Background: an optimization exercise with open tools, aiming at small area, a short achievable clock period and few clock cycles per item. Do not read the settings as production practice.
Where RTL was checked, it was by simulation tests only, not by an equivalence proof against the original.
No functional check of the RTL was part of runs 1 to 4.
Power figures rest on the tool's default switching activity, not on a simulated workload.

==> flow/design.v <==
`timescale 1ns / 1ps
module MedianFilter(
    input reset,
    input enable,
    input CLK,
    input Nxt_block_sig,
    input [7:0]height,
    input [7:0]width,
    input [8:0]data,
    output [8:0]data_out,
    output [15:0]index,
    output [7:0]addr_x0,
    output [7:0]addr_y0,
    output [7:0]gdata,
    output Gvector_sig,
    output reg swmv
    );
localparam IDLE = 2'd0, PEND = 2'd1, NUL = 2'd2, PRES = 2'd3;
localparam MA = 3'd0, MB = 3'd1, MC = 3'd2, MP = 3'd3, MX = 3'd4;
localparam SU = 4'd0, SD = 4'd1, SUL = 4'd2, SUR = 4'd3, SDL = 4'd4,
           SDR = 4'd5, SXR = 4'd6, SPF1 = 4'd7, SPF2 = 4'd8, SFIN = 4'd9;
reg [1:0]  st;
reg        Gv;
reg [2:0]  md;
reg [1:0]  pc;          
reg [3:0]  nsq;         
reg [7:0]  ox, oy;      
reg        xf, xl, yf, yl;    
reg [15:0] na;          
reg [15:0] ix;
reg [7:0]  gd;
reg [8:0]  dreg;
reg        dv;          
reg        t1, td;      
reg        eu;          
reg        needx;       
reg [7:0]  s0, s1, s2, s3;
reg [3:0]  m;
reg [7:0]  wr, wm1, hm1;    
reg        bf_neg, bf_w, bf_wm, bf_one, bf_cin;    
assign index       = ix;
assign addr_x0     = ox;
assign addr_y0     = oy;
assign gdata       = gd;
assign data_out    = {1'b0, gd};
assign Gvector_sig = Gv;
function [8:0] add8;
  input [7:0] a, b;
  input       c;
  reg [7:0] g, p, gg, pp, g2, p2;
  reg [8:0] cc;
  integer i;
  begin
    g = a & b; p = a ^ b;
    gg = g; pp = p;
    for (i = 1; i < 8; i = i + 1) begin g2[i] = gg[i] | (pp[i] & gg[i-1]); p2[i] = pp[i] & pp[i-1]; end
    g2[0] = gg[0]; p2[0] = pp[0]; gg = g2; pp = p2;
    for (i = 2; i < 8; i = i + 1) begin g2[i] = gg[i] | (pp[i] & gg[i-2]); p2[i] = pp[i] & pp[i-2]; end
    gg = g2; pp = p2;
    for (i = 4; i < 8; i = i + 1) begin g2[i] = gg[i] | (pp[i] & gg[i-4]); p2[i] = pp[i] & pp[i-4]; end
    gg = g2; pp = p2;
    cc[0] = c;
    for (i = 0; i < 8; i = i + 1) cc[i+1] = gg[i] | (pp[i] & c);
    add8 = {cc[8], p ^ cc[7:0]};
  end
endfunction
function [7:0] inc8;
  input [7:0] a;
  integer i;
  reg [7:0] c;
  begin
    c[0] = 1'b1;
    for (i = 1; i < 8; i = i + 1) c[i] = &(a | ~((8'd1 << i) - 8'd1));
    inc8 = a ^ c;
  end
endfunction
function [7:0] dec8;
  input [7:0] a;
  integer i;
  reg [7:0] c;
  begin
    c[0] = 1'b1;
    for (i = 1; i < 8; i = i + 1) c[i] = ~|(a & ((8'd1 << i) - 8'd1));
    dec8 = a ^ c;
  end
endfunction
wire [7:0] oxi = inc8(ox);
wire [7:0] oyi = inc8(oy);
wire xl_a = xl ? (wm1 == 8'd0) : (ox == wm1);
wire yf_a = xl ? 1'b0 : yf;
wire yl_a = xl ? (oy == hm1) : yl;
wire pres  = (st == PRES);
wire isnul = (st == NUL);
wire hxf = pres ? xl   : xf;
wire hxl = pres ? xl_a : xl;
wire hyf = pres ? yf_a : yf;
wire hyl = pres ? yl_a : yl;
wire hnx = pres & (md == MC);
function [3:0] next_slot;
  input [3:0] s;
  input fxf, fxl, fyf, fyl, fnx;
  reg [6:0] v;
  begin
    v[SU]  = ~fyf;
    v[SD]  = ~fyl;
    v[SUL] = ~fyf & ~fxf;
    v[SUR] = ~fyf & ~fxl;
    v[SDL] = ~fyl & ~fxf;
    v[SDR] = ~fyl & ~fxl;
    v[SXR] = fnx & ~fxl;
    if      (s == SPF1) next_slot = SPF2;
    else if (s == SPF2) next_slot = SFIN;
    else if (s < SD  && v[SD])  next_slot = SD;
    else if (s < SUL && v[SUL]) next_slot = SUL;
    else if (s < SUR && v[SUR]) next_slot = SUR;
    else if (s < SDL && v[SDL]) next_slot = SDL;
    else if (s < SDR && v[SDR]) next_slot = SDR;
    else if (s < SXR && v[SXR]) next_slot = SXR;
    else next_slot = SPF1;
  end
endfunction
localparam [4:0] OP_U = 5'b11001, OP_D = 5'b01000, OP_UP = 5'b11101;
function [4:0] slot_op;
  input [3:0] s;
  case (s)
    SU:   slot_op = OP_U;        
    SD:   slot_op = OP_D;        
    SUL:  slot_op = 5'b11000;    
    SUR:  slot_op = 5'b11101;    
    SDL:  slot_op = 5'b01100;    
    SDR:  slot_op = 5'b01001;    
    SPF2: slot_op = 5'b00011;    
    SFIN: slot_op = 5'b00000;    
    default: slot_op = 5'b00001;  
  endcase
endfunction
wire [3:0] nsq_e = next_slot(eu ? SD : SU, hxf, hxl, hyf, hyl, hnx);
wire [3:0] nsq_n = next_slot(nsq, xf, xl, yf, yl, needx);
wire [7:0] nhi  = na[15:8];
wire [7:0] nhii = inc8(nhi);
wire [7:0] nhid = dec8(nhi);
wire [7:0]  blo   = bf_w ? ((bf_wm ? wm1 : wr) ^ {8{bf_neg}}) : {7'd0, bf_one};
wire [8:0]  mlo   = add8(na[7:0], blo, bf_cin);
wire [7:0]  mhi   = bf_neg ? (mlo[8] ? nhi : nhid) : (mlo[8] ? nhii : nhi);
wire [15:0] amain = {mhi, mlo[7:0]};
reg [1:0] sk;
always @(*) begin
  if (st == PEND) sk = (pc == 2'd0) ? 2'd1 : (pc == 2'd1) ? 2'd2 : 2'd3;
  else if (md == MA) sk = 2'd3;
  else if (md == MX) sk = 2'd0;
  else sk = 2'd2;
end
wire [8:0]  slo  = add8(na[7:0], {6'd0, sk}, 1'b0);
wire [15:0] astr = {slo[8] ? nhii : nhi, slo[7:0]};
wire [7:0]  ilo = inc8(na[7:0]);
wire [15:0] nai = {(&na[7:0]) ? nhii : nhi, ilo};
reg  [3:0] zh;    
always @(*)
  case ({hyf, hyl})
    2'b11:   zh = 4'd6 + {3'd0, hxf} + {3'd0, hxl};
    2'b10,
    2'b01:   zh = 4'd3 + {2'd0, hxf, 1'b0} + {2'd0, hxl, 1'b0} - {3'd0, hxf & hxl};
    default: zh = {2'd0, hxf, hxf} + {2'd0, hxl, hxl} - {3'd0, hxf & hxl};
  endcase
wire hp = ~hxf;   
wire [7:0] iv  = dreg[7:0];
wire       ivp = dv & ~dreg[8];
wire lt0 = ivp & (iv < s0);
wire lt1 = ivp & (iv < s1);
wire lt2 = ivp & (iv < s2);
wire lt3 = ivp & (iv < s3);
wire [7:0] n0 = lt0 ? iv : s0;
wire [7:0] n1 = lt1 ? (lt0 ? s0 : iv) : s1;
wire [7:0] n2 = lt2 ? (lt1 ? s1 : iv) : s2;
wire [7:0] n3 = lt3 ? (lt2 ? s2 : iv) : s3;
wire [3:0] nm = m + {3'd0, ivp};
wire [3:0] mm1 = m - 4'd1;
wire [1:0] jj  = ivp ? m[2:1] : mm1[2:1];
wire       mz  = ~ivp & (m == 4'd0);
reg  [7:0] med;
always @(*) begin
  if (mz) med = 8'd0;
  else
    case (jj)
      2'd0: med = n0;
      2'd1: med = n1;
      2'd2: med = n2;
      default: med = n3;
    endcase
end
wire fin  = isnul && (nsq == SFIN);
wire last = xl & yl;
wire ack  = Nxt_block_sig;
wire mav  = (md == MA) | (md == MP);           
wire ent_p = (st == PEND) && (pc == 2'd2) && dreg[8];
wire ent_r = pres && !last && (mav || md == MC) && dreg[8];
wire ent   = ent_p | (ent_r & ack);
wire erl_r = pres && !last && ((mav && !dreg[8]) || md == MB) && data[8];
wire erl   = ((st == PEND) && (pc == 2'd1) && data[8]) | (erl_r & ack);
wire upl_x = ((st == PEND) && (pc == 2'd2) && !dreg[8]) | fin |
             (pres && ack && !last && md == MA && !dreg[8]);
wire [3:0] nsq_x = ent ? nsq_e : nsq_n;
wire [4:0] bf_x  = (ent | (isnul & ~fin)) ? slot_op(nsq_x) :
                   erl ? OP_D : (upl_x & ~data[8]) ? OP_UP : OP_U;
always @(posedge CLK or posedge reset) begin
  if (reset) begin
    st <= IDLE; Gv <= 1'b0; swmv <= 1'b0;
  end else begin
    case (st)
      IDLE: begin
        Gv <= 1'b0; swmv <= 1'b0;
        if (enable) st <= PEND;
      end
      PEND:
        if (pc == 2'd2) begin
          if (!dreg[8]) begin st <= PRES; Gv <= 1'b1; end
          else st <= NUL;
        end
      NUL:
        if (fin) begin st <= PRES; Gv <= 1'b1; swmv <= 1'b1; end
      PRES: begin
        swmv <= 1'b0;
        if (ack) begin
          if (last) begin st <= IDLE; Gv <= 1'b0; end
          else if (md == MB || md == MX) begin st <= PEND; Gv <= 1'b0; end
          else if (dreg[8]) begin st <= NUL; Gv <= 1'b0; end
        end
      end
    endcase
  end
end
always @(posedge CLK) begin
  {bf_neg, bf_w, bf_wm, bf_one, bf_cin} <= bf_x;
  dreg <= data;
  if (ent) dv <= ~hxl & ~hnx;
  else     dv <= td;
  if (ent & eu) td <= ~hyf;
  else          td <= t1;
  t1 <= 1'b0;
  eu <= 1'b0;
  if (isnul) begin
    s0 <= n0; s1 <= n1; s2 <= n2; s3 <= n3; m <= nm;
  end else begin
    s0 <= (zh > 4'd0) ? 8'h00 : (hp && zh == 4'd0) ? gd : 8'hFF;
    s1 <= (zh > 4'd1) ? 8'h00 : (hp && zh == 4'd1) ? gd : 8'hFF;
    s2 <= (zh > 4'd2) ? 8'h00 : (hp && zh == 4'd2) ? gd : 8'hFF;
    s3 <= (zh > 4'd3) ? 8'h00 : (hp && zh == 4'd3) ? gd : 8'hFF;
    m  <= zh + {3'd0, hp};
  end
  case (st)
    IDLE: begin
      ox <= 8'd1; oy <= 8'd1; na <= 16'd0;
      xf <= 1'b1; yf <= 1'b1;
      xl <= (width == 8'd1); yl <= (height == 8'd1);
      wr <= width; wm1 <= width - 8'd1; hm1 <= height - 8'd1;
      if (enable && !reset) begin
        pc <= 2'd1; ix <= 16'd1;
      end else
        ix <= 16'd0;
    end
    PEND: begin
      ix <= (erl || ent) ? amain : astr;
      if (erl) begin eu <= 1'b1; t1 <= 1'b1; end
      case (pc)
        2'd0: pc <= 2'd1;
        2'd1: pc <= 2'd2;
        default:
          if (!dreg[8]) begin
            md <= MA; gd <= dreg[7:0];
            na <= nai;
          end else begin
            needx <= 1'b0;
            nsq <= nsq_e;
            t1 <= eu ? ~hyl : ~hyf;
          end
      endcase
    end
    NUL: begin
      ix <= amain;
      nsq <= nsq_n;
      t1 <= (nsq < SPF1);
      if (fin) begin
        md <= MP; gd <= med; na <= nai;
      end
    end
    PRES: begin
      if (ack) begin
        if (last) begin
          ix <= 16'd0;
        end else begin
          ox <= xl ? 8'd1 : oxi;
          if (xl) oy <= oyi;
          xf <= xl; xl <= xl_a; yf <= yf_a; yl <= yl_a;
          ix <= (erl_r || ent_r) ? amain : astr;
          if (erl_r) begin eu <= 1'b1; t1 <= 1'b1; end
          case (md)
            MB: pc <= 2'd2;
            MX: pc <= 2'd0;
            default:    
              if (!dreg[8]) begin
                gd <= dreg[7:0]; na <= nai;
                md <= (md == MA) ? MA : (md == MC) ? MB : MC;
              end else begin
                needx <= hnx;
                nsq <= nsq_e;
                t1 <= eu ? ~hyl : ~hyf;
              end
          endcase
        end
      end else begin
        md <= MX; ix <= na;
      end
    end
  endcase
end
endmodule
==> flow/flow/run.sh <==
#!/bin/bash
set -euo pipefail
bash standard.sh "BUFFER_PORTS_ARGS=-buffer_cell sky130_fd_sc_hd__buf_4" SETUP_SLACK_MARGIN=7 finish > standard_flow.log 2>&1
==> flow/standard.sh <==
#!/bin/bash
# synth_recipe.tcl (not shown) runs the flow's synth.tcl, then flattens the netlist and writes it again
# the make line also repeats each setting of config.mk as NAME=value (left out here)
make -C /OpenROAD-flow-scripts/flow DESIGN_CONFIG=/design/flow/config.mk WORK_HOME=/design/flow/orfs CLKGATE_MAP_FILE= SYNTH_SCRIPT=/design/flow/synth_recipe.tcl "${@:-finish}"
==> flow/config.mk <==
export PLATFORM = sky130hd
export DESIGN_NAME = MedianFilter
export DESIGN_NICKNAME = MedianFilter
export VERILOG_FILES = /design/flow/design.v
export SDC_FILE = /design/flow/constraint.sdc
export NUM_CORES = 4
export LEC_CHECK = 0
export CAP_MARGIN = 20
export CORE_MARGIN = 2
export CORE_UTILIZATION = 40
export PLACE_DENSITY = 0.6
export SLEW_MARGIN = 20
==> flow/constraint.sdc <==
create_clock -name core_clock -period 11.0 [get_ports {CLK}]
set_input_delay 2.2000 -clock core_clock [delete_from_list [all_inputs] [get_ports {CLK}]]
set_output_delay 2.2000 -clock core_clock [all_outputs]
set_load 0.01 [all_outputs]
==> results_dict.tcl, run 1 <==
set metrics [dict create \
    highest_layer "met4" \
    grt_max_degree 61 \
    synth_fp_nets 1246 \
    gp_congestion 0.885 \
    hold_violations 0 \
    r2r_end "s2[0]$_DFF_P_" \
    hold_buffers 0 \
    overflow 0 \
    critical-path-top-cell-by-count "nand2_1" \
    core_area_um2 25000 \
    leakage_uw 0.00466 \
    worst_pin_slew_ps 984 \
    place_hpwl_mm 19.3 \
    cts-root-buf "clkbuf_16" \
    status "no timing/DRC/antenna violations" \
    tritoncts "built" \
    wirelength_mm 26.6 \
    crit_slowest_cell "or4_1" \
    rsz0062_at_grt "no" \
    synth_async_sr_flop_share 0.0263 \
    power.density_nw_per_um2 359 \
    synthFlopType "edfxtp_1" \
    cap_violations 0 \
    diodes 0 \
    grt_usage 0.205 \
    seq_area_frac_synth 0.382 \
    cp-start-kind "input pin" \
    fmax_mhz 256 \
    die_x_um 163 \
    synth.top_cell.area_share 0.233 \
    synth_edf_count 78 \
    final_nets 1295 \
    netlist_area_um2 10100 \
    synth.distinct_cells 82 \
    start_util 0.403 \
    met1_length_mm 12.3 \
    path_clk_slew_ps 70 \
    ir_worst_vdd_mv 0.123 \
    rr_worst_depth 16 \
    num_vias 8518 \
    max_stage_delay_ps 640 \
    synth_top_cells_by_count "nor2_1, nand2_1, inv_1, edfxtp_1, o21ai_0" \
    synthMostInstantiatedCell "nor2_1" \
    cts.htree.levels 4 \
    reg2reg_slack_ps 7270 \
    ant_nets 0 \
    path_buf_inv 1 \
    drt_first_pass_iters 5 \
    io_pins 80 \
    cp-end-kind "flip-flop" \
    die_h_um 163 \
    cp_num_cells 9 \
    fin_tns_setup_ps 0 \
    drv_slew 0 \
    dr_wl_met2_mm 11.6 \
    r2r_start "st[0]$_DFFE_PP0P_" \
    syn_inst 1140 \
    startpoint "Nxt_block_sig" \
    syn2layout_area_growth_pct 14.3 \
    max_slew_margin 0.343 \
    drt_iter0_drc 736 \
    fin_crit_sh 0.355 \
    route.detailed.drc 0 \
    io_buffers 78 \
    crit_end "ix[10]$_DFF_P_" \
    hold_slack_ps 465 \
    synth_area_leaders "edfxtp_1, dfxtp_1, ha_1, nor2_1, o21ai_0" \
    rows 58 \
    critPathArrivalTime_ps 4210 \
    avgSynthCellArea_um2 8.83 \
    ys_seq_elements 152 \
    skew_ps 12.3 \
    die-area_um2 26400 \
    crit_family "simple AND/OR/NAND/NOR gates" \
    route.met3.wl_mm 2.13 \
    clockBufferDepth 2 \
    path_class "input pin to flip-flop" \
    layout_min_cycle_time_ps 3900 \
    yosysWarnings 1 \
    clk_latency_ps 430 \
    grt_pass1_wl_mm 42.8 \
    required_ps 11310 \
    antenna_found_initial 0 \
    clock-sinks 152 \
    viasPerCell 5.56 \
    grt_pass1_vias 7910 \
    route.detailed.wl_per_inst_um 17.3 \
    worstPathCellList "buf_4 > nand2_1 > nor4_2 > o21a_2 > or4_1 > nand2_1 > nor3_1 > o21ai_0 > o211ai_1" \
    setup_violations 0 \
    hold_path_class "flip-flop to flip-flop" \
    crit_fanout 10 \
    synth_top_cell_by_area "edfxtp_1" \
    layout-drive-gt1-share 0.133 \
    numCtsBuffers 17 \
]
[per-stage QoR]
step	worst slack, ps	cell area [um^2]	total power (uW)	utilization	instances
floorplan	7010	10100	2810	-	1140
global placement	6650	10800	3450	0.434	1498
detailed placement	6600	10800	3490	0.434	1498
CTS	7030	11400	4110	0.459	1530
global route	6970	11500	4500	0.461	1532
finish	7100	11500	4130	0.461	1532
[worst min path at each step]
stage | from | endpoint | slack (ps) | cells past startpoint
CTS | td$_DFF_P_ | dv$_DFF_P_ | 470 | 2
detailed placement | td$_DFF_P_ | dv$_DFF_P_ | 450 | 2
global route | td$_DFF_P_ | dv$_DFF_P_ | 520 | 2
floorplan | td$_DFF_P_ | dv$_DFF_P_ | 400 | 2
finish | td$_DFF_P_ | dv$_DFF_P_ | 460 | 2
global placement | td$_DFF_P_ | dv$_DFF_P_ | 470 | 2
[placed cells by master (no fill, tap or decap), types with 11 or more instances in the layout]
cell         n
buf_4       90
dfxtp_1     70
nand3_1     22
nand2_1     94
nor4_1      11
edfxtp_1    78
inv_1       79
ha_1        74
mux2i_1     34
and2_1      18
and3_1      16
a31oi_1     15
a21oi_1     65
o21ai_0     74
nor3_1      22
xor2_1      30
clkbuf_16   18
o22ai_1     25
xnor2_1     37
nor2_1     122
[sequential cells by signal, indices dropped and copies added, names as in the netlist, 2 cells and up]
register / flops
wm1: 8
m: 4
pc: 2
ix: 16
gd: 8
md: 3
wr: 8
na: 16
st: 2
oy: 8
dreg: 9
s2: 8
ox: 8
s3: 8
s1: 8
hm1: 8
s0: 8
nsq: 4
[cell families after synthesis]
group / count (synthesis) / synth area share
simple gates: 369 / 0.173
compound gates: 292 / 0.187
flops: 152 / 0.382
buf+inv: 141 / 0.0605
fa+ha+maj: 78 / 0.0983
xor+xnor: 67 / 0.0583
mux: 40 / 0.0404
other cells: 1 / 0.000373
[worst min-delay path: stages, from the launching register on]
cell	delay (ps)
dfxtp_1	310
nand2_1	50
o31ai_1	70
[layout make-up]
class	count	area (um^2)
fillers	2483	13500
multi-input cells	847	5670
flip-flops and latches	152	3840
repair buffers	90	676
clock buffers	19	464
well taps	330	413
inverters	81	305
clock inverters	13	133
[power by group]
part | internal [uW] | total, uW | switching [uW]
clock | 338 | 601 | 263
combinational | 923 | 2290 | 1370
sequential | 941 | 1240 | 298
[per-layer routing]
layer	track usage	vias to the layer above
met2	0.316	342
met3	0.0453	32
met4	0.0615	0
met1	0.289	3959
met5	0	-
li1	-	4185
[timing repair]
item	4_1_cts	5_1_grt
setup buffers	0	2
gates resized for setup	4	11
endpoints found under the setup margin	36	40
==> inputs of run 2 (changes only) <==
--- a/flow/design.v
+++ b/flow/design.v
@@ -39,3 +39,5 @@
 reg [7:0]  wr, wm1, hm1;    
-reg        bf_neg, bf_w, bf_wm, bf_one, bf_cin;    
+reg [7:0]  blo;        
+reg        bneg, bcin;  
+reg        xla, yla, w1;    
 assign index       = ix;
@@ -88,6 +90,6 @@
 wire [7:0] oyi = inc8(oy);
-wire xl_a = xl ? (wm1 == 8'd0) : (ox == wm1);
+wire xl_a = xl ? w1 : xla;
 wire yf_a = xl ? 1'b0 : yf;
-wire yl_a = xl ? (oy == hm1) : yl;
-wire pres  = (st == PRES);
+wire yl_a = xl ? yla : yl;
+wire pres  = Gv;    
 wire isnul = (st == NUL);
@@ -141,5 +143,4 @@
 wire [7:0] nhid = dec8(nhi);
-wire [7:0]  blo   = bf_w ? ((bf_wm ? wm1 : wr) ^ {8{bf_neg}}) : {7'd0, bf_one};
-wire [8:0]  mlo   = add8(na[7:0], blo, bf_cin);
-wire [7:0]  mhi   = bf_neg ? (mlo[8] ? nhi : nhid) : (mlo[8] ? nhii : nhi);
+wire [8:0]  mlo   = add8(na[7:0], blo, bcin);
+wire [7:0]  mhi   = bneg ? (mlo[8] ? nhi : nhid) : (mlo[8] ? nhii : nhi);
 wire [15:0] amain = {mhi, mlo[7:0]};
@@ -232,3 +233,5 @@
 always @(posedge CLK) begin
-  {bf_neg, bf_w, bf_wm, bf_one, bf_cin} <= bf_x;
+  bneg <= bf_x[4];
+  blo  <= bf_x[3] ? ((bf_x[2] ? wm1 : wr) ^ {8{bf_x[4]}}) : {7'd0, bf_x[1]};
+  bcin <= bf_x[0];
   dreg <= data;
@@ -254,2 +257,3 @@
       xl <= (width == 8'd1); yl <= (height == 8'd1);
+      w1 <= (width == 8'd1); xla <= (width == 8'd2); yla <= (height == 8'd2);
       wr <= width; wm1 <= width - 8'd1; hm1 <= height - 8'd1;
@@ -292,2 +296,4 @@
           if (xl) oy <= oyi;
+          xla <= xl ? (wm1 == 8'd1) : (oxi == wm1);
+          if (xl) yla <= (oyi == hm1);
           xf <= xl; xl <= xl_a; yf <= yf_a; yl <= yl_a;
==> run 2 against run 1 <==
  * Register-to-register slack improved by 40 ps
  * Critical path depth is 3 higher
  * Final area increased by 4.8%
  * Synthesized cell count grew 2.2%
  * Flip-flop and latch count rose by 8
  * Sequential share of layout area about the same
  * Via count is 3.3% higher
==> results_dict.tcl, run 2 <==
set metrics [dict create \
    status "no timing/DRC/antenna violations" \
    path_buf_inv 2 \
    synth_compound_area_frac 0.182 \
    path_clk_slew_ps 70 \
    leakage_uw 0.00484 \
    tritoncts "built" \
    die_h_um 166 \
    synth_fp_nets 1274 \
    max_stage_delay_ps 290 \
    diodes 0 \
    io_buffers 78 \
    cts-root-buf "clkbuf_16" \
    clockBufferDepth 2 \
    grt_max_degree 45 \
    gp_congestion 0.881 \
    grt_pass1_vias 8656 \
    final_cell_mix "nor2_1, buf_4, inv_1" \
    path_class "input pin to flip-flop" \
    worstPathCellList "buf_12 > a41oi_4 > nor2_4 > nor2_1 > a21o_1 > inv_1 > ha_4 > o2111a_1 > nor4_4 > nor2_4 > mux2i_1 > mux2i_1" \
    synth.top_cell.area_share 0.231 \
    worst_pin_slew_ps 1070 \
    syn2layout_area_growth_pct 14.4 \
    route.detailed.wl_per_inst_um 17.5 \
    numCtsBuffers 17 \
    cp-end-kind "flip-flop" \
    overflow 0 \
    start_util 0.406 \
    synth_fa_ha_area_frac 0.0963 \
    synth_top_family_by_area "compound AO/OA/AOI/OAI gates" \
    die_x_um 166 \
    yosysWarnings 1 \
    cp-start-kind "input pin" \
    layout_commonest_cell "nor2_1" \
    cap_violations 0 \
    dp_slack_ps 5830 \
    power.density_nw_per_um2 345 \
    drv_slew 0 \
    netlist_area_um2 10500 \
    viasPerCell 5.63 \
    io_pins 80 \
    multiInputGateArea_um2 5970 \
    setup_violations 0 \
    fin_tns_setup_ps 0 \
    crit_slowest_cell "nor2_4" \
    required_ps 11360 \
    grt_pass1_wl_mm 44.6 \
    synth_simple_gate_area_frac 0.171 \
    avgSynthCellArea_um2 9.05 \
    hold_buffers 0 \
    layout-drive-gt1-share 0.131 \
    wirelength_mm 27.4 \
    synthFlopType "edfxtp_1" \
    synthMuxAreaShare 0.0540 \
    die-area_um2 27700 \
    drt_iter0_drc 539 \
    largestRegisters "ix: 16 flops, na: 16 flops, dreg: 9 flops" \
    seq_area_um2 4030 \
    synth_edf_count 81 \
    crit_fanout 7 \
    rsz0062_at_grt "yes" \
    layout_min_cycle_time_ps 3920 \
    seq_area_frac_synth 0.383 \
    hold_path_class "flip-flop to flip-flop" \
    clock-sinks 160 \
    clk_latency_ps 430 \
    skew_ps 11.8 \
    synth_top_cell_by_area "edfxtp_1" \
    place_hpwl_mm 19.7 \
    syn_inst 1165 \
    layout_setup_ws_ps 7080 \
    route.detailed.drc 0 \
    antenna_found_initial 0 \
    hold_violations 0 \
    fin_crit_sh 0.356 \
    final_nets 1324 \
    core_area_um2 26000 \
    fmax_mhz 255 \
    synth_area_leaders "edfxtp_1, dfxtp_1, ha_1, mux2i_1, nor2_1" \
    max_slew_margin 0.279 \
    num_vias 8796 \
    crit_family "simple AND/OR/NAND/NOR gates" \
    synth.distinct_cells 74 \
    critPathArrivalTime_ps 4270 \
    ir_worst_vdd_mv 0.122 \
    drt_first_pass_iters 7 \
    grt_usage 0.197 \
    synth_async_sr_flop_share 0.0250 \
    fillerInstances 2495 \
    synth_top_cells_by_count "nor2_1, inv_1, edfxtp_1, nand2_1, ha_1" \
    ys_seq_elements 160 \
    cts.htree.levels 4 \
    synthMostInstantiatedCell "nor2_1" \
    ant_nets 0 \
    rows 59 \
    synth_xor_area_frac 0.0540 \
]
## run 2: worst register-to-register path, delay by kind of cell, from the launching register on
| kind | cells | cell delay, ps |
|---|---|---|
| buf+inv | 3 | 1160 |
| simple gates | 3 | 1040 |
| mux | 2 | 480 |
| flops | 1 | 400 |
| compound gates | 1 | 360 |
| fa+ha+maj | 1 | 170 |
## run 2: power breakdown
group | leakage [uW] | total (uW) | switching, uW | internal [uW]
combinational | 0.00311 | 2290 | 1340 | 953
sequential | 0.00144 | 1260 | 291 | 970
clock | 0.000287 | 602 | 274 | 328
total | 0.00484 | 4160 | 1910 | 2250
## run 2: area by class of cell
cell class | count | share of cell area
Inverter | 86 | 0.0268
Tap cell | 335 | 0.0348
Clock buffer | 19 | 0.0367
Multi-Input combinational cell | 854 | 0.495
Timing Repair Buffer | 96 | 0.0608
Sequential cell | 160 | 0.334
Clock inverter | 13 | 0.0119
## run 2: repair_timing
action,4_1_cts,5_1_grt
buffers inserted,5,6
setup endpoints to repair,12,11
cloned,0,0
pin swaps,2,6
hold endpoints to repair,0,0
resized for setup,3,6
## run 2: cell families after synthesis
logic type | after synthesis
and+or+nand+nor | 362
AOI/OAI and AO/OA | 290
DFF | 160
buffers and inverters | 151
adders and majority gates | 80
xor gates and xnor gates | 65
muxes | 56
other | 1
## run 2: per-stage QoR
step | std cells | total power [uW] | cell area, um^2 | util | hold WS [ps]
final | 1563 | 4160 | 12100 | 0.464 | 440
after global routing | 1563 | 4500 | 12100 | 0.464 | 454
after CTS | 1557 | 4150 | 12000 | 0.461 | 450
after detailed placement | 1520 | 3510 | 11400 | 0.437 | 427
after global placement | 1520 | 3460 | 11400 | 0.437 | 416
after floorplan | 1165 | 2860 | 10600 | - | 403
## run 2: per-layer routing
layer / vias up / share of wire / track usage
met2: 229 / 0.48 / 0.336
met3: 33 / 0.042 / 0.0324
li1: 4316 / - / -
met4: 0 / 0.016 / 0.0570
met1: 4218 / 0.46 / 0.258
met5: - / 0 / 0
## run 2: worst paths after layout
kind                            slack (ps)  cells past startpoint                 to              start
worst max-delay path                  7080                     12  blo[5]$_SDFF_PP0_      Nxt_block_sig
worst min-delay path                   440                      1         dv$_DFF_P_         td$_DFF_P_
worst max register to register        7310                     10  blo[5]$_SDFF_PP0_  st[0]$_DFFE_PP0P_
worst min register to register         440                      1         dv$_DFF_P_         td$_DFF_P_
max in group asynchronous             9170                      2   swmv$_DFFE_PP0P_              reset
min in group asynchronous             1670                      2     Gv$_DFFE_PP0P_              reset
==> inputs of run 3 (changes only) <==
==> flow/flow/run.sh (replaced) <==
#!/bin/bash
set -euo pipefail
bash standard.sh "BUFFER_PORTS_ARGS=-buffer_cell sky130_fd_sc_hd__buf_4" SETUP_SLACK_MARGIN=7.4 finish > standard_flow.log 2>&1
==> run 3 against run 2 <==
  * Still clean on timing, DRC and antenna
  * Final area grew 1.2%
  * Cell count grew 0.64%
  * Area after synthesis is the same
==> results_dict.tcl, run 3 <==
set metrics [dict create \
    avgSynthCellArea_um2 9.05 \
    layout_min_cycle_time_ps 3810 \
    hold_buffers 0 \
    netlist_area_um2 10500 \
    synth_area_leaders "edfxtp_1, dfxtp_1, ha_1, mux2i_1, nor2_1" \
    grt_pass1_wl_mm 45.0 \
    crit_family "simple AND/OR/NAND/NOR gates" \
    drt_iter0_drc 660 \
    ir_worst_vdd_mv 0.135 \
    rr_worst_depth 11 \
    route.detailed.wl_per_inst_um 17.7 \
    antenna_found_initial 0 \
    synth_edf_count 81 \
    hold_violations 0 \
    syn2layout_area_growth_pct 15.8 \
    max_stage_delay_ps 350 \
    die_h_um 166 \
    path_buf_inv 2 \
    synth_compound_area_frac 0.182 \
    seqPwrFrac 0.298 \
    synth_fa_ha_area_frac 0.0963 \
    fin_tns_setup_ps 0 \
    die_x_um 166 \
    p_sw_uw 1940 \
    synth_simple_gate_area_frac 0.171 \
    crit_slowest_cell "mux2_4" \
    cts-root-buf "clkbuf_16" \
    io_pins 80 \
    fmax_mhz 263 \
    rows 59 \
    whs_path_depth 1 \
    hold_path_class "flip-flop to flip-flop" \
    drv_slew 0 \
    max_slew_margin 0.355 \
    power.density_nw_per_um2 346 \
    synth_async_sr_flop_share 0.0250 \
    skew_ps 11.4 \
    synth_top_cell_by_area "edfxtp_1" \
    critPathArrivalTime_ps 4120 \
    yosysWarnings 1 \
    layout_commonest_cell "nor2_1" \
    grt_pass1_vias 8595 \
    worstPathCellList "buf_12 > a41oi_4 > nor2_4 > mux2_4 > ha_4 > o2111a_1 > nor4_4 > buf_4 > o21a_1 > nor3_1 > nand3b_1" \
    numCtsBuffers 17 \
    use_met1 0.271 \
    reg2reg_slack_ps 7490 \
    setup_violations 0 \
    grt_usage 0.199 \
    drt_first_pass_iters 5 \
    clockPowerShare 0.140 \
    synthMostInstantiatedCell "nor2_1" \
    fin_crit_sh 0.346 \
    synth_fp_nets 1274 \
    rsz0062_at_grt "yes" \
    synth_top_family_by_area "compound AO/OA/AOI/OAI gates" \
    synth.top_cell.area_share 0.231 \
    die-area_um2 27700 \
    layout-drive-gt1-share 0.149 \
    tritoncts "built" \
    synth_top_cells_by_count "nor2_1, inv_1, edfxtp_1, nand2_1, ha_1" \
    cp-start-kind "input pin" \
    cts.htree.levels 4 \
    syn_inst 1165 \
    required_ps 11320 \
    met3_usage 0.0298 \
    final_nets 1334 \
    largestRegisters "ix: 16 flops, na: 16 flops, dreg: 9 flops" \
    viasPerCell 5.67 \
    grt.busiest_layer "met2" \
    place_area_um2 11400 \
    clk_latency_ps 430 \
    cap_violations 0 \
    synth_xor_area_frac 0.0540 \
    core_area_um2 26000 \
    num_vias 8921 \
    crit_fanout 6 \
    grt_max_degree 45 \
    final_cell_mix "nor2_1, buf_4, inv_1" \
    wirelength_mm 27.8 \
    ys_seq_elements 160 \
    worst_pin_slew_ps 966 \
    ant_nets 0 \
    met2_usage 0.327 \
    gp_congestion 0.869 \
    synth.distinct_cells 74 \
    intPower_uw 2280 \
    io_buffers 78 \
    cp-end-kind "flip-flop" \
    route.detailed.drc 0 \
    cp_num_cells 11 \
    seq_area_frac_synth 0.383 \
    clockBufferDepth 2 \
    path_clk_slew_ps 70 \
    p_comb_frac 0.562 \
    status "no timing/DRC/antenna violations" \
    synthFlopType "edfxtp_1" \
    overflow 0 \
    leakage_uw 0.00489 \
    synthMuxAreaShare 0.0540 \
    place_hpwl_mm 19.5 \
    diodes 0 \
    final_cell_area_um2 12200 \
    swShare 0.461 \
    start_util 0.406 \
    path_class "input pin to flip-flop" \
    clock-sinks 160 \
]
## run 3: layout make-up
cell class              instances  area (um^2)
flip-flops and latches        160         4030
multi-input cells             855         6060
inverters                      86          323
clock buffers                  18          429
fillers                      2510        13800
well taps                     335          419
repair buffers                105          798
clock inverters                14          144
## run 3: stage by stage
stage                util  cells  hold WS, ps  setup slack [ps]  total power [uW]
finish              0.470   1573          436              7190              4220
global route        0.470   1573          477              7060              4580
CTS                 0.466   1565          434              7220              4190
detailed placement  0.438   1520          417              5860              3530
global placement    0.438   1520          411              5940              3490
floorplan               -   1165          403              6900              2880
## run 3: kinds of logic (layout without fill, tap and decap cells)
family                     count (synthesis)  in the layout
and+or+nand+nor                          362            362
AOI/OAI and AO/OA                        290            291
DFF                                      160            160
buffers and inverters                    151            223
adders and majority gates                 80             80
xor gates and xnor gates                  65             65
muxes                                     56             56
other                                      1              1
## run 3: power groups by stage
| stage | combinational (uW) | sequential, uW | clock, uW |
|---|---|---|---|
| after floorplan | 1730 | 1150 | 0 |
| after global placement | 2220 | 1270 | 0 |
| after detailed placement | 2270 | 1270 | 0 |
| after CTS | 2340 | 1250 | 602 |
| after global routing | 2660 | 1300 | 627 |
| final | 2370 | 1260 | 591 |
## run 3: routing by layer
metal,vias up,wire (um)
met3,46,1330
met4,0,526
met5,-,0
met1,4273,12900
li1,4330,-
met2,272,13100
## run 3: repair_timing
action,CTS,global route
hold endpoints to repair,0,0
setup endpoints to repair,31,32
pin swaps,11,5
setup buffers,13,6
resized for setup,15,10
cloned,0,1
## run 3: final timing paths
path	startpoint	endpoint
worst max-delay path	Nxt_block_sig	blo[0]$_DFF_P_
worst min-delay path	td$_DFF_P_	dv$_DFF_P_
worst max register to register	st[0]$_DFFE_PP0P_	blo[0]$_DFF_P_
worst min register to register	td$_DFF_P_	dv$_DFF_P_
max in group asynchronous	reset	Gv$_DFFE_PP0P_
min in group asynchronous	reset	st[1]$_DFFE_PP0P_
==> inputs of run 4 (changes only) <==
==> flow/flow/run.sh (replaced) <==
#!/bin/bash
set -euo pipefail
bash standard.sh "BUFFER_PORTS_ARGS=-buffer_cell sky130_fd_sc_hd__buf_4" SETUP_SLACK_MARGIN=7.7 finish > standard_flow.log 2>&1
==> run 4 against run 3 <==
  * Via count is essentially flat
  * Clock-buffer cell count unchanged
  * Final area is 2.7% higher
  * Global-route usage down 0.31 points
  * Cell count rose by 1.3%
  * Sequential share of layout area shrank 0.87 points
  * Critical endpoint is now blo[7]$_SDFF_PP0_
  * Largest cell class unchanged
==> results_dict.tcl, run 4 <==
set metrics [dict create \
    status "no timing/DRC/antenna violations" \
    worst_pin_slew_ps 1040 \
    critPathArrivalTime_ps 4170 \
    fin_crit_sh 0.347 \
    rsz0062_at_grt "yes" \
    crit_fanout 7 \
    path_clk_slew_ps 60 \
    reg2reg_slack_ps 7500 \
    layout_setup_ws_ps 7180 \
    avgSynthCellArea_um2 9.05 \
    route.detailed.drc 0 \
    drt_iter0_drc 575 \
    grt_max_degree 46 \
    numCtsBuffers 17 \
    cap_violations 0 \
    syn2layout_area_growth_pct 19.0 \
    layout_min_cycle_time_ps 3820 \
    io_buffers 78 \
    die_h_um 166 \
    io_pins 80 \
    final_nets 1354 \
    skew_ps 13.7 \
    ir_worst_vdd_mv 0.130 \
    layout-drive-gt1-share 0.180 \
    num_vias 8920 \
    syn_inst 1165 \
    seq_area_frac_synth 0.383 \
    grt_usage 0.196 \
    diodes 0 \
    yosysWarnings 1 \
    die-area_um2 27700 \
    path_class "input pin to flip-flop" \
    layout_commonest_cell "buf_4" \
    startpoint "Nxt_block_sig" \
    cts-root-buf "clkbuf_16" \
    ys_seq_elements 160 \
    die_x_um 166 \
    required_ps 11350 \
    overflow 0 \
    synth_edf_count 81 \
    synth.distinct_cells 74 \
    drv_slew 0 \
    synth_async_sr_flop_share 0.0250 \
    synth_top_cell_by_area "edfxtp_1" \
    rr_worst_depth 10 \
    whs_path_depth 1 \
    route.detailed.wl_per_inst_um 17.6 \
    fmax_mhz 262 \
    start_util 0.406 \
    core_area_um2 26000 \
    min_from "td$_DFF_P_" \
    leakage_uw 0.00502 \
    dp_cells 1518 \
    r2r_start "st[0]$_DFFE_PP0P_" \
    hold_violations 0 \
    drt_first_pass_iters 5 \
    synth_fp_nets 1274 \
    cp-end-kind "flip-flop" \
    antenna_found_initial 0 \
    fin_tns_setup_ps 0 \
    grt_pass1_wl_mm 44.0 \
    clockBufferDepth 2 \
    synthFlopType "edfxtp_1" \
    hold_path_class "flip-flop to flip-flop" \
    viasPerCell 5.60 \
    grt_pass1_vias 8374 \
    tritoncts "built" \
    wirelength_mm 28.1 \
    cts.htree.levels 4 \
    hold_end "dv$_DFF_P_" \
    total_power_uw 4330 \
    ant_nets 0 \
    dp_slack_ps 5900 \
    place_hpwl_mm 19.5 \
    largestRegisters "ix: 16 flops, na: 16 flops, dreg: 9 flops" \
    netlist_area_um2 10500 \
    synthMostInstantiatedCell "nor2_1" \
    cp-start-kind "input pin" \
    synth_area_leaders "edfxtp_1, dfxtp_1, ha_1, mux2i_1, nor2_1" \
    fin_cells 1593 \
    synth.top_cell.area_share 0.231 \
    clock-sinks 160 \
    clk_latency_ps 430 \
    max_slew_margin 0.304 \
    gp_congestion 0.850 \
    synth_top_cells_by_count "nor2_1, inv_1, edfxtp_1, nand2_1, ha_1" \
    final_cell_mix "buf_4, nor2_1, inv_1" \
    final_core_util 0.483 \
    power.density_nw_per_um2 345 \
    setup_violations 0 \
    r2r_end "blo[7]$_SDFF_PP0_" \
    rows 59 \
]
-- run 4: critical path, cell delays in order --
cell and delay (ps):
buf_8 80, a41oi_4 130, nor2_4 210, mux2_4 350, ha_4 170, o21a_1 100, a211oi_2 330, nor2_4 140
mux2i_2 220, mux2i_1 220
-- run 4: kinds of logic (layout without fill, tap and decap cells) --
logic type | Yosys count | after routing | share of synthesized area
other cells | 1 | 1 | 0.000356
simple gates | 362 | 363 | 0.171
flops | 160 | 160 | 0.383
mux | 56 | 56 | 0.0540
buf+inv | 151 | 242 | 0.0605
xor+xnor | 65 | 65 | 0.0540
fa+ha+maj | 80 | 80 | 0.0963
compound gates | 290 | 291 | 0.182
-- run 4: layout make-up --
type | count | area (um^2)
fillers | 2465 | 13400
multi-input cells | 856 | 6170
flip-flops and latches | 160 | 4040
repair buffers | 123 | 1000
clock buffers | 18 | 429
well taps | 335 | 419
inverters | 86 | 327
clock inverters | 14 | 155
repair inverters | 1 | 5.00
-- run 4: where the power goes --
group | internal (uW) | switching, uW
clock network | 338 | 263
logic | 1060 | 1450
registers | 969 | 262
-- run 4: how the worst max path moves through the flow --
stage                              to  depth (start not counted)
floorplan           blo[1]$_SDFF_PP0_                         11
global placement    blo[3]$_SDFF_PP0_                         11
detailed placement  blo[1]$_SDFF_PP0_                         11
CTS                 blo[7]$_SDFF_PP0_                         10
global route        blo[7]$_SDFF_PP0_                         12
finish              blo[7]$_SDFF_PP0_                         10
-- run 4: metrics by stage --
step                hold WS (ps)  area [um^2]
global route                 440        12500
detailed placement           415        11400
finish                       427        12500
floorplan                    403        10700
CTS                          428        12300
global placement             418        11400
-- run 4: per-layer routing --
layer  vias up  global-route usage  routed length (um)  share of wire
li1       4370                   -                   -              -
met2       213               0.338               13700           0.49
met5         -                   0                   0              0
met4         0              0.0469                 380          0.014
met3        29              0.0357                1190          0.042
met1      4308               0.255               12800           0.45
-- run 4: timing repair --
action,4_1_cts,5_1_grt
endpoints found under the hold margin,0,0
pin swaps,14,7
hold buffers,0,0
buffers inserted,26,13
gates resized for setup,29,16
gates cloned,1,2
endpoints found under the setup margin,94,69
==> inputs of run 5 (changes only) <==
--- a/flow/design.v
+++ b/flow/design.v
@@ -28,2 +28,3 @@
 reg        xf, xl, yf, yl;    
+reg        xla, yla, w1;      
 reg [15:0] na;          
@@ -39,5 +40,4 @@
 reg [7:0]  wr, wm1, hm1;    
-reg [7:0]  blo;        
+reg [7:0]  blo;         
 reg        bneg, bcin;  
-reg        xla, yla, w1;    
 assign index       = ix;
@@ -95,2 +95,3 @@
 wire isnul = (st == NUL);
+wire ispend = (st == PEND);
 wire hxf = pres ? xl   : xf;
@@ -140,2 +141,4 @@
 wire [3:0] nsq_n = next_slot(nsq, xf, xl, yf, yl, needx);
+wire [4:0] op_e  = slot_op(nsq_e);
+wire [4:0] op_n  = slot_op(nsq_n);
 wire [7:0] nhi  = na[15:8];
@@ -148,3 +151,3 @@
 always @(*) begin
-  if (st == PEND) sk = (pc == 2'd0) ? 2'd1 : (pc == 2'd1) ? 2'd2 : 2'd3;
+  if (ispend) sk = (pc == 2'd0) ? 2'd1 : (pc == 2'd1) ? 2'd2 : 2'd3;
   else if (md == MA) sk = 2'd3;
@@ -194,13 +197,27 @@
 wire ack  = Nxt_block_sig;
-wire mav  = (md == MA) | (md == MP);           
-wire ent_p = (st == PEND) && (pc == 2'd2) && dreg[8];
-wire ent_r = pres && !last && (mav || md == MC) && dreg[8];
-wire ent   = ent_p | (ent_r & ack);
-wire erl_r = pres && !last && ((mav && !dreg[8]) || md == MB) && data[8];
-wire erl   = ((st == PEND) && (pc == 2'd1) && data[8]) | (erl_r & ack);
-wire upl_x = ((st == PEND) && (pc == 2'd2) && !dreg[8]) | fin |
-             (pres && ack && !last && md == MA && !dreg[8]);
-wire [3:0] nsq_x = ent ? nsq_e : nsq_n;
-wire [4:0] bf_x  = (ent | (isnul & ~fin)) ? slot_op(nsq_x) :
-                   erl ? OP_D : (upl_x & ~data[8]) ? OP_UP : OP_U;
+wire d8   = data[8];                      
+wire mav  = (md == MA) | (md == MP);      
+wire p2   = ispend && (pc == 2'd2);
+wire ent_p = p2 && dreg[8];
+wire ent_r = !last && (mav || md == MC) && dreg[8];
+wire take_p = p2 && !dreg[8];
+wire take_r = !last && (mav || md == MC) && !dreg[8];
+wire erl_p = ispend && (pc == 2'd1);
+wire erl_r = !last && ((mav && !dreg[8]) || md == MB);
+wire upl_o = take_p | fin;
+wire upl_r = !last && md == MA && !dreg[8];
+wire [4:0] op_a = ent_r ? op_e : (erl_r & d8) ? OP_D : (upl_r & ~d8) ? OP_UP : OP_U;
+wire [4:0] op_o = ent_p ? op_e : (isnul & ~fin) ? op_n : (erl_p & d8) ? OP_D :
+                  (upl_o & ~d8) ? OP_UP : OP_U;
+wire [4:0] op_x = pres ? (ack ? op_a : OP_U) : op_o;
+wire [15:0] ix_a = last ? 16'd0 : (ent_r | (erl_r & d8)) ? amain : astr;
+reg  [15:0] ix_o;
+always @(*) begin
+  case (st)
+    IDLE:    ix_o = (enable && !reset) ? 16'd1 : 16'd0;
+    NUL:     ix_o = amain;
+    default: ix_o = (ent_p | (erl_p & d8)) ? amain : astr;
+  endcase
+end
+wire [15:0] ix_x = pres ? (ack ? ix_a : na) : ix_o;
 always @(posedge CLK or posedge reset) begin
@@ -208,8 +225,12 @@
     st <= IDLE; Gv <= 1'b0; swmv <= 1'b0;
+  end else if (pres) begin
+    swmv <= 1'b0;
+    if (ack) begin
+      if (last) begin st <= IDLE; Gv <= 1'b0; end
+      else if (md == MB || md == MX) begin st <= PEND; Gv <= 1'b0; end
+      else if (dreg[8]) begin st <= NUL; Gv <= 1'b0; end
+    end
   end else begin
     case (st)
-      IDLE: begin
-        Gv <= 1'b0; swmv <= 1'b0;
-        if (enable) st <= PEND;
-      end
+      IDLE: if (enable) st <= PEND;
       PEND:
@@ -221,10 +242,3 @@
         if (fin) begin st <= PRES; Gv <= 1'b1; swmv <= 1'b1; end
-      PRES: begin
-        swmv <= 1'b0;
-        if (ack) begin
-          if (last) begin st <= IDLE; Gv <= 1'b0; end
-          else if (md == MB || md == MX) begin st <= PEND; Gv <= 1'b0; end
-          else if (dreg[8]) begin st <= NUL; Gv <= 1'b0; end
-        end
-      end
+      default: ;
     endcase
@@ -233,12 +247,18 @@
 always @(posedge CLK) begin
-  bneg <= bf_x[4];
-  blo  <= bf_x[3] ? ((bf_x[2] ? wm1 : wr) ^ {8{bf_x[4]}}) : {7'd0, bf_x[1]};
-  bcin <= bf_x[0];
+  bneg <= op_x[4];
+  blo  <= op_x[3] ? ((op_x[2] ? wm1 : wr) ^ {8{op_x[4]}}) : {7'd0, op_x[1]};
+  bcin <= op_x[0];
+  ix   <= ix_x;
   dreg <= data;
-  if (ent) dv <= ~hxl & ~hnx;
-  else     dv <= td;
-  if (ent & eu) td <= ~hyf;
-  else          td <= t1;
-  t1 <= 1'b0;
-  eu <= 1'b0;
+  if (pres) begin
+    dv    <= ack ? (ent_r ? ~xl_a & ~hnx : td) : td;
+    td    <= ack ? ((ent_r & eu) ? ~yf_a : t1) : t1;
+    t1    <= ack & ((ent_r & (eu ? ~yl_a : ~yf_a)) | (erl_r & d8));
+    eu    <= ack & erl_r & d8;
+  end else begin
+    dv    <= ent_p ? ~xl : td;
+    td    <= (ent_p & eu) ? ~yf : t1;
+    t1    <= ent_p ? (eu ? ~yl : ~yf) : (erl_p & d8) | (isnul & (nsq < SPF1));
+    eu    <= erl_p & d8;
+  end
   if (isnul) begin
@@ -252,70 +272,56 @@
   end
-  case (st)
-    IDLE: begin
-      ox <= 8'd1; oy <= 8'd1; na <= 16'd0;
-      xf <= 1'b1; yf <= 1'b1;
-      xl <= (width == 8'd1); yl <= (height == 8'd1);
-      w1 <= (width == 8'd1); xla <= (width == 8'd2); yla <= (height == 8'd2);
-      wr <= width; wm1 <= width - 8'd1; hm1 <= height - 8'd1;
-      if (enable && !reset) begin
-        pc <= 2'd1; ix <= 16'd1;
-      end else
-        ix <= 16'd0;
-    end
-    PEND: begin
-      ix <= (erl || ent) ? amain : astr;
-      if (erl) begin eu <= 1'b1; t1 <= 1'b1; end
-      case (pc)
-        2'd0: pc <= 2'd1;
-        2'd1: pc <= 2'd2;
-        default:
-          if (!dreg[8]) begin
-            md <= MA; gd <= dreg[7:0];
-            na <= nai;
-          end else begin
-            needx <= 1'b0;
-            nsq <= nsq_e;
-            t1 <= eu ? ~hyl : ~hyf;
-          end
+  if (pres) begin
+    if (ack) begin
+      if (!last) begin
+        ox <= xl ? 8'd1 : oxi;
+        if (xl) oy <= oyi;
+        xf <= xl; xl <= xl_a; yf <= yf_a; yl <= yl_a;
+        xla <= xl ? (wm1 == 8'd1) : (oxi == wm1);
+        if (xl) yla <= (oyi == hm1);
+      end
+      if (ent_r) begin
+        needx <= hnx;
+        nsq <= nsq_e;
+      end
+      if (take_r) begin
+        gd <= dreg[7:0]; na <= nai;
+      end
+      case (md)
+        MA: md <= MA;
+        MC: md <= MB;
+        MP: md <= MC;
+        default: ;
       endcase
-    end
-    NUL: begin
-      ix <= amain;
-      nsq <= nsq_n;
-      t1 <= (nsq < SPF1);
-      if (fin) begin
-        md <= MP; gd <= med; na <= nai;
+      if (md == MB) pc <= 2'd2;
+      if (md == MX) pc <= 2'd0;
+    end else
+      md <= MX;
+  end else
+    case (st)
+      IDLE: begin
+        ox <= 8'd1; oy <= 8'd1; na <= 16'd0;
+        xf <= 1'b1; yf <= 1'b1;
+        xl <= (width == 8'd1); yl <= (height == 8'd1);
+        w1 <= (width == 8'd1); xla <= (width == 8'd2); yla <= (height == 8'd2);
+        wr <= width; wm1 <= width - 8'd1; hm1 <= height - 8'd1;
+        pc <= 2'd1;
       end
-    end
-    PRES: begin
-      if (ack) begin
-        if (last) begin
-          ix <= 16'd0;
-        end else begin
-          ox <= xl ? 8'd1 : oxi;
-          if (xl) oy <= oyi;
-          xla <= xl ? (wm1 == 8'd1) : (oxi == wm1);
-          if (xl) yla <= (oyi == hm1);
-          xf <= xl; xl <= xl_a; yf <= yf_a; yl <= yl_a;
-          ix <= (erl_r || ent_r) ? amain : astr;
-          if (erl_r) begin eu <= 1'b1; t1 <= 1'b1; end
-          case (md)
-            MB: pc <= 2'd2;
-            MX: pc <= 2'd0;
-            default:    
-              if (!dreg[8]) begin
-                gd <= dreg[7:0]; na <= nai;
-                md <= (md == MA) ? MA : (md == MC) ? MB : MC;
-              end else begin
-                needx <= hnx;
-                nsq <= nsq_e;
-                t1 <= eu ? ~hyl : ~hyf;
-              end
-          endcase
+      PEND: begin
+        if (pc != 2'd2) pc <= pc + 2'd1;
+        if (take_p) begin
+          md <= MA; gd <= dreg[7:0]; na <= nai;
+        end
+        if (ent_p) begin
+          needx <= 1'b0;
+          nsq <= nsq_e;
         end
-      end else begin
-        md <= MX; ix <= na;
       end
-    end
-  endcase
+      NUL: begin
+        nsq <= nsq_n;
+        if (fin) begin
+          md <= MP; gd <= med; na <= nai;
+        end
+      end
+      default: ;
+    endcase
 end
==> flow/flow/run.sh (replaced) <==
#!/bin/bash
set -euo pipefail
bash standard.sh "BUFFER_PORTS_ARGS=-buffer_cell sky130_fd_sc_hd__buf_4" SETUP_SLACK_MARGIN=0 finish > standard_flow.log 2>&1
==> run 5 against run 4 <==
  * Synthesized cell count is 4.7% higher
  * Largest power group unchanged
  * Area after synthesis increased by 3.6%
  * Maximum frequency decreased by 3.6%
==> results_dict.tcl, run 5 <==
set metrics [dict create \
    status "no timing/DRC/antenna violations" \
    largestRegisters "ix: 16 flops, na: 16 flops, dreg: 9 flops" \
    cts.htree.levels 4 \
    io_buffers 78 \
    cp-end-kind "flip-flop" \
    synth_async_sr_flop_share 0.0250 \
    crit_family "buffers and inverters" \
    cp_num_cells 13 \
    synth_edf_count 81 \
    path_class "flip-flop to flip-flop" \
    synthFlopType "edfxtp_1" \
    cts-root-buf "clkbuf_16" \
    max_stage_delay_ps 470 \
    fin_cells 1610 \
    r2r_start "Gv$_DFF_PP0_" \
    gp_congestion 0.856 \
    grt_pass1_wl_mm 47.2 \
    synthMostInstantiatedCell "nor2_1" \
    crit_slowest_cell "a21boi_1" \
    yosysWarnings 1 \
    crit_end "blo[5]$_SDFF_PN0_" \
    rsz0062_at_grt "no" \
    hold_violations 0 \
    route.detailed.wl_per_inst_um 18.3 \
    layout_commonest_cell "nor2_1" \
    layout-drive-gt1-share 0.128 \
    grt_max_degree 44 \
    place_hpwl_mm 21.6 \
    die_x_um 169 \
    antenna_found_initial 0 \
    fmax_mhz 252 \
    synth_top_cell_by_area "edfxtp_1" \
    synth.top_cell.area_share 0.223 \
    r2r_end "blo[5]$_SDFF_PN0_" \
    clockBufferDepth 2 \
    clk_latency_ps 440 \
    startpoint "Gv$_DFF_PP0_" \
    synth_top_cells_by_count "nor2_1, nand2_1, ha_1, edfxtp_1, inv_1" \
    drv_slew 0 \
    num_vias 9204 \
    max_slew_margin 0.311 \
    required_ps 11370 \
    drt_first_pass_iters 5 \
    die_h_um 169 \
    ir_worst_vdd_mv 0.177 \
    io_pins 80 \
    netlist_area_um2 10900 \
    core_area_um2 26900 \
    hold_buffers 0 \
    critical-path-top-cell-by-count "mux2i_1" \
    fin_crit_sh 0.360 \
    route.detailed.drc 0 \
    clock-sinks 160 \
    avgSynthCellArea_um2 8.96 \
    rows 60 \
    synth_fp_nets 1334 \
    drt_iter0_drc 651 \
    ant_nets 0 \
    grt_pass1_vias 8748 \
    skew_ps 13.1 \
    worstPathCellList "buf_4 > inv_2 > a21boi_1 > inv_1 > mux2_2 > a21oi_1 > o22ai_1 > ha_1 > mux2i_1 > o32ai_2 > nor2_4 > mux2i_1 > mux2i_1" \
    overflow 0 \
    power.density_nw_per_um2 314 \
    path_buf_inv 3 \
    synth.distinct_cells 94 \
    die-area_um2 28700 \
    post_cts_buffers 0 \
    hold_path_class "flip-flop to flip-flop" \
    ys_seq_elements 160 \
    path_clk_slew_ps 70 \
    critPathArrivalTime_ps 4330 \
    setup_violations 0 \
    wirelength_mm 29.4 \
    tritoncts "built" \
    rr_worst_depth 13 \
    fin_tns_setup_ps 0 \
    leakage_uw 0.00502 \
    viasPerCell 5.72 \
    numCtsBuffers 17 \
    reg2reg_slack_ps 7030 \
    dp_cells 1578 \
    cp-start-kind "flip-flop" \
    cts_resized 0 \
    grt_usage 0.207 \
    crit_fanout 43 \
    start_util 0.407 \
    cap_violations 0 \
    layout_min_cycle_time_ps 3970 \
    synth_area_leaders "edfxtp_1, dfxtp_1, ha_1, nor2_1, mux2i_1" \
    seq_area_frac_synth 0.369 \
    syn2layout_area_growth_pct 12.2 \
    final_nets 1370 \
    syn_inst 1220 \
    final_cell_mix "nor2_1, nand2_1, ha_1, buf_4, edfxtp_1" \
    worst_pin_slew_ps 1030 \
    diodes 0 \
]
-- run 5: cell types whose count changed after synthesis, moves of 10 or more --
cell and change:
a21oi_1 +10, nand3_1 +11, a211o_1 +16, nor3b_1 -10
o221ai_1 +15, a221o_1 -10
-- run 5: how the worst min path moves through the flow --
stage / start / to / slack (ps) / cells past startpoint
2_1_floorplan: td$_DFF_P_ / dv$_DFF_P_ / 420 / 2
3_3_place_gp: Gv$_DFF_PP0_ / swmv$_DFFE_PP0P_ / 440 / 1
3_5_place_dp: Gv$_DFF_PP0_ / swmv$_DFFE_PP0P_ / 450 / 1
4_1_cts: Gv$_DFF_PP0_ / swmv$_DFFE_PP0P_ / 460 / 1
5_1_grt: Gv$_DFF_PP0_ / swmv$_DFFE_PP0P_ / 500 / 1
6_report: Gv$_DFF_PP0_ / swmv$_DFFE_PP0P_ / 460 / 1
-- run 5: layout make-up --
cell class                 instances  area, um^2
timing repair buffer              83         623
clock buffer                      18         429
clock inverter                    14         160
sequential                       160        4030
tap                              341         427
fill                            2602       14600
inverter                          81         304
multi-input combinational        913        6280
-- run 5: worst register-to-register path: stages, from the launching register on --
cell	delay [ps]
dfrtp_1	370
buf_4	410
inv_2	310
a21boi_1	470
inv_1	350
mux2_2	350
a21oi_1	110
o22ai_1	180
ha_1	230
mux2i_1	220
o32ai_2	150
nor2_4	270
mux2i_1	280
mux2i_1	190
-- run 5: logic make-up after synthesis --
kind of cell             after synthesis  share of synthesized area
flip-flops                           160                      0.369
other                                  1                   0.000343
XOR/XNOR                              59                     0.0473
adder cells (fa/ha/maj)               85                     0.0987
AO/OA/AOI/OAI                        338                      0.214
AND/OR/NAND/NOR                      384                      0.171
multiplexers                          46                     0.0427
buffers and inverters                147                     0.0567
-- run 5: power by group --
part	leakage, uW	total [uW]	internal [uW]	switching (uW)
clock network	0.000293	611	325	286
logic	0.00328	1990	816	1180
registers	0.00145	1240	962	281
-- run 5: per-stage QoR --
stage                     hold WS (ps)  area (um^2)  total power, uW  utilization  setup WS [ps]
after CTS                          465        12300             3850        0.456           7010
after global placement             443        11700             3210        0.434           6750
after detailed placement           452        11700             3230        0.434           6690
after global routing               499        12300             4160        0.456           6580
after floorplan                    415        10900             2630            -           7180
final                              458        12300             3850        0.456           7030
-- run 5: routing by layer --
metal  global-route usage  routed length [um]  vias to the layer above
met3               0.0331                1460                       35
met5                    0                   0                        -
li1                     -                   -                     4521
met4               0.0494                 413                        0
met2                0.353               14100                      275
met1                0.276               13500                     4373
Testbench counts of run 5, summed over its fixed seeds: cycles 13,979, blocks 5,411.
==> inputs of run 6 (changes only) <==
==> flow/flow/run.sh (replaced) <==
#!/bin/bash
set -euo pipefail
bash standard.sh "BUFFER_PORTS_ARGS=-buffer_cell sky130_fd_sc_hd__buf_4" SETUP_SLACK_MARGIN=7.4 finish > standard_flow.log 2>&1
==> run 6 against run 5 <==
  * Critical endpoint is now blo[3]$_SDFF_PN0_
  * Clock skew increased by 2.8 ps
  * Via count increased by 1.4%
  * Combinational power increased by 4%
  * First-iteration DRC count increased by 13%
  * Largest cell class unchanged
  * Still clean
==> results_dict.tcl, run 6 <==
set metrics [dict create \
    final_nets 1381 \
    critPathArrivalTime_ps 3880 \
    syn_inst 1220 \
    fin_crit_sh 0.319 \
    r2r_end "ix[15]$_DFF_P_" \
    worstPathCellList "buf_4 > nand2_1 > or2_2 > or3_4 > a21oi_2 > nor2_4 > mux2i_1 > mux2i_1" \
    start_util 0.407 \
    worst_pin_slew_ps 845 \
    crit_family "simple AND/OR/NAND/NOR gates" \
    die_x_um 169 \
    whs_path_depth 2 \
    reg2reg_slack_ps 7660 \
    io_buffers 78 \
    cap_violations 0 \
    max_stage_delay_ps 370 \
    diodes 0 \
    fillerInstances 2630 \
    path_clk_slew_ps 70 \
    num_vias 9336 \
    layout-drive-gt1-share 0.149 \
    clk_latency_ps 450 \
    hold_buffers 0 \
    cp-end-kind "flip-flop" \
    largestRegisters "ix: 16 flops, na: 16 flops, dreg: 9 flops" \
    fmax_mhz 285 \
    min_from "td$_DFF_P_" \
    seq_area_frac_synth 0.369 \
    cp-start-kind "input pin" \
    path_class "input pin to flip-flop" \
    numCtsBuffers 17 \
    skew_ps 15.8 \
    gp_congestion 0.893 \
    grt_pass1_wl_mm 47.7 \
    final_cell_mix "nor2_1, buf_4, nand2_1" \
    yosysWarnings 1 \
    final_core_util 0.463 \
    critical-path-top-cell-by-count "mux2i_1" \
    total_power_uw 3890 \
    layout_min_cycle_time_ps 3510 \
    synth_area_leaders "edfxtp_1, dfxtp_1, ha_1, nor2_1, mux2i_1" \
    drv_slew 0 \
    synth_edf_count 81 \
    rows 60 \
    ir_worst_vdd_mv 0.177 \
    overflow 0 \
    clockBufferDepth 2 \
    cts.htree.levels 4 \
    wirelength_mm 29.6 \
    place_hpwl_mm 21.6 \
    crit_fanout 7 \
    synth.distinct_cells 94 \
    die-area_um2 28700 \
    synthMostInstantiatedCell "nor2_1" \
    cts-root-buf "clkbuf_16" \
    power.density_nw_per_um2 313 \
    hold_end "dv$_DFF_P_" \
    io_pins 80 \
    max_slew_margin 0.434 \
    grt_pass1_vias 8810 \
    fin_tns_setup_ps 0 \
    place_area_um2 11700 \
    hold_path_class "flip-flop to flip-flop" \
    die_h_um 169 \
    final_cell_area_um2 12500 \
    syn2layout_area_growth_pct 13.9 \
    leakage_uw 0.00510 \
    ant_nets 0 \
    layout_commonest_cell "nor2_1" \
    required_ps 11370 \
    hold_slack_ps 472 \
    rr_worst_depth 12 \
    hold_violations 0 \
    grt_usage 0.210 \
    viasPerCell 5.76 \
    crit_slowest_cell "or2_2" \
    netlist_area_um2 10900 \
    r2r_start "md[2]$_SDFFCE_PN0P_" \
    synth_fp_nets 1334 \
    ys_seq_elements 160 \
    tritoncts "built" \
    drt_first_pass_iters 6 \
    antenna_found_initial 0 \
    route.detailed.drc 0 \
    grt_max_degree 44 \
    rsz0062_at_grt "yes" \
    avgSynthCellArea_um2 8.96 \
    status "no timing/DRC/antenna violations" \
    synth.top_cell.area_share 0.223 \
    synth_top_cell_by_area "edfxtp_1" \
    drt_iter0_drc 736 \
    synth_async_sr_flop_share 0.0250 \
    clock-sinks 160 \
    path_buf_inv 1 \
    synthFlopType "edfxtp_1" \
    route.detailed.wl_per_inst_um 18.3 \
    setup_violations 0 \
    synth_top_cells_by_count "nor2_1, nand2_1, ha_1, edfxtp_1, inv_1" \
    core_area_um2 26900 \
]
==> run 6: cell count changes in the layout (fill, tap and decap cells not counted), sizes merged <==
cell      before  now
clkbuf        18   17
inv           90   88
clkinv         4    7
clkinvlp       0    1
buf           83   94
bufinv         1    0
==> run 6: worst min-delay path, stage by stage (launching register included) <==
cell     delay [ps]
dfxtp_1         310
a21oi_1          50
o21ai_0          80
==> run 6: cell families after synthesis <==
| kind of cell | after synthesis | share of synthesized area |
|---|---|---|
| and+or+nand+nor | 384 | 0.171 |
| AOI/OAI and AO/OA | 338 | 0.214 |
| DFF | 160 | 0.369 |
| buffers and inverters | 147 | 0.0567 |
| adders and majority gates | 85 | 0.0987 |
| xor gates and xnor gates | 59 | 0.0473 |
| muxes | 46 | 0.0427 |
| other | 1 | 0.000343 |
==> run 6: worst max path at each step <==
stage | from | end | depth (start not counted)
5_1_grt | Gv$_DFF_PP0_ | blo[3]$_SDFF_PN0_ | 13
4_1_cts | Nxt_block_sig | blo[3]$_SDFF_PN0_ | 8
3_3_place_gp | data[8] | ix[12]$_DFF_P_ | 8
3_5_place_dp | data[8] | ix[10]$_DFF_P_ | 8
6_report | Nxt_block_sig | blo[3]$_SDFF_PN0_ | 8
2_1_floorplan | Nxt_block_sig | blo[0]$_DFF_P_ | 9
==> run 6: through the flow <==
| step | cells | setup WS (ps) |
|---|---|---|
| after floorplan | 1220 | 7390 |
| after global placement | 1579 | 6860 |
| after detailed placement | 1579 | 6790 |
| after CTS | 1612 | 7370 |
| after global routing | 1621 | 7350 |
| final | 1621 | 7490 |
==> run 6: layout make-up <==
type,count,area [um^2],share of cell area
Clock buffer,17,425,0.0342
Tap cell,341,427,0.0343
Multi-Input combinational cell,913,6380,0.513
Sequential cell,160,4040,0.324
Clock inverter,15,165,0.0133
Inverter,81,307,0.0246
Timing Repair Buffer,94,709,0.0570
==> run 6: routing by layer <==
metal	share of wire	vias to the layer above	global-route usage
met4	0.018	0	0.0609
met2	0.48	296	0.352
met1	0.45	4450	0.280
met5	0	-	0
li1	-	4552	-
met3	0.054	38	0.0336
==> run 6: repair_timing <==
item                       4_1_cts  5_1_grt
gates cloned                     0        0
setup endpoints to repair       41       65
setup buffers                    1        9
gates resized for setup          6       14
==> run 6: power by group <==
| part | switching, uW | leakage [uW] | internal, uW | total, uW |
|---|---|---|---|---|
| clock network | 298 | 0.000288 | 305 | 604 |
| logic | 1210 | 0.00337 | 848 | 2060 |
| registers | 271 | 0.00145 | 962 | 1230 |
| total | 1780 | 0.00510 | 2110 | 3890 |

separate check: timing with driven ports:
No port has a modelled driver above. Below, the same layouts with a new extraction and two added sets of constraints. Step 1 (the two cells are an assumption about what drives the block):
set clk [get_ports {CLK}]
set_driving_cell -lib_cell sky130_fd_sc_hd__clkbuf_16 $clk
set_driving_cell -lib_cell sky130_fd_sc_hd__buf_2 [delete_from_list [all_inputs] $clk]
Step 2, shift: input delay + t, output delay - t, t = (earliest + latest rising clock arrival at the registers) / 2. This alone moves slack from input paths to output paths. a / b / c = ideal ports / drivers / drivers and shift; a / b = the first two.
| run | shift t [ns] | setup WS [ns] | worst setup path after step 2 | worst register clock-pin slew, ns | worst data-port slew with drivers (ns) |
|---|---|---|---|---|---|
| run 1 | 0.470 | 7.095 / 7.078 / 6.608 | input to register | 0.07 / 0.07 | 0.08 |
| run 2 | 0.473 | 7.082 / 7.038 / 6.565 | input to register | 0.07 / 0.07 | 0.09 |
| run 3 | 0.473 | 7.193 / 7.149 / 6.676 | input to register | 0.07 / 0.07 | 0.08 |
| run 4 | 0.475 | 7.178 / 7.144 / 6.670 | input to register | 0.07 / 0.07 | 0.08 |
| run 5 | 0.481 | 7.035 / 7.035 / 6.662 | input to register | 0.08 / 0.08 | 0.08 |
| run 6 | 0.493 | 7.494 / 7.472 / 6.979 | input to register | 0.08 / 0.08 | 0.07 |
After both steps every run listed still meets setup and hold.
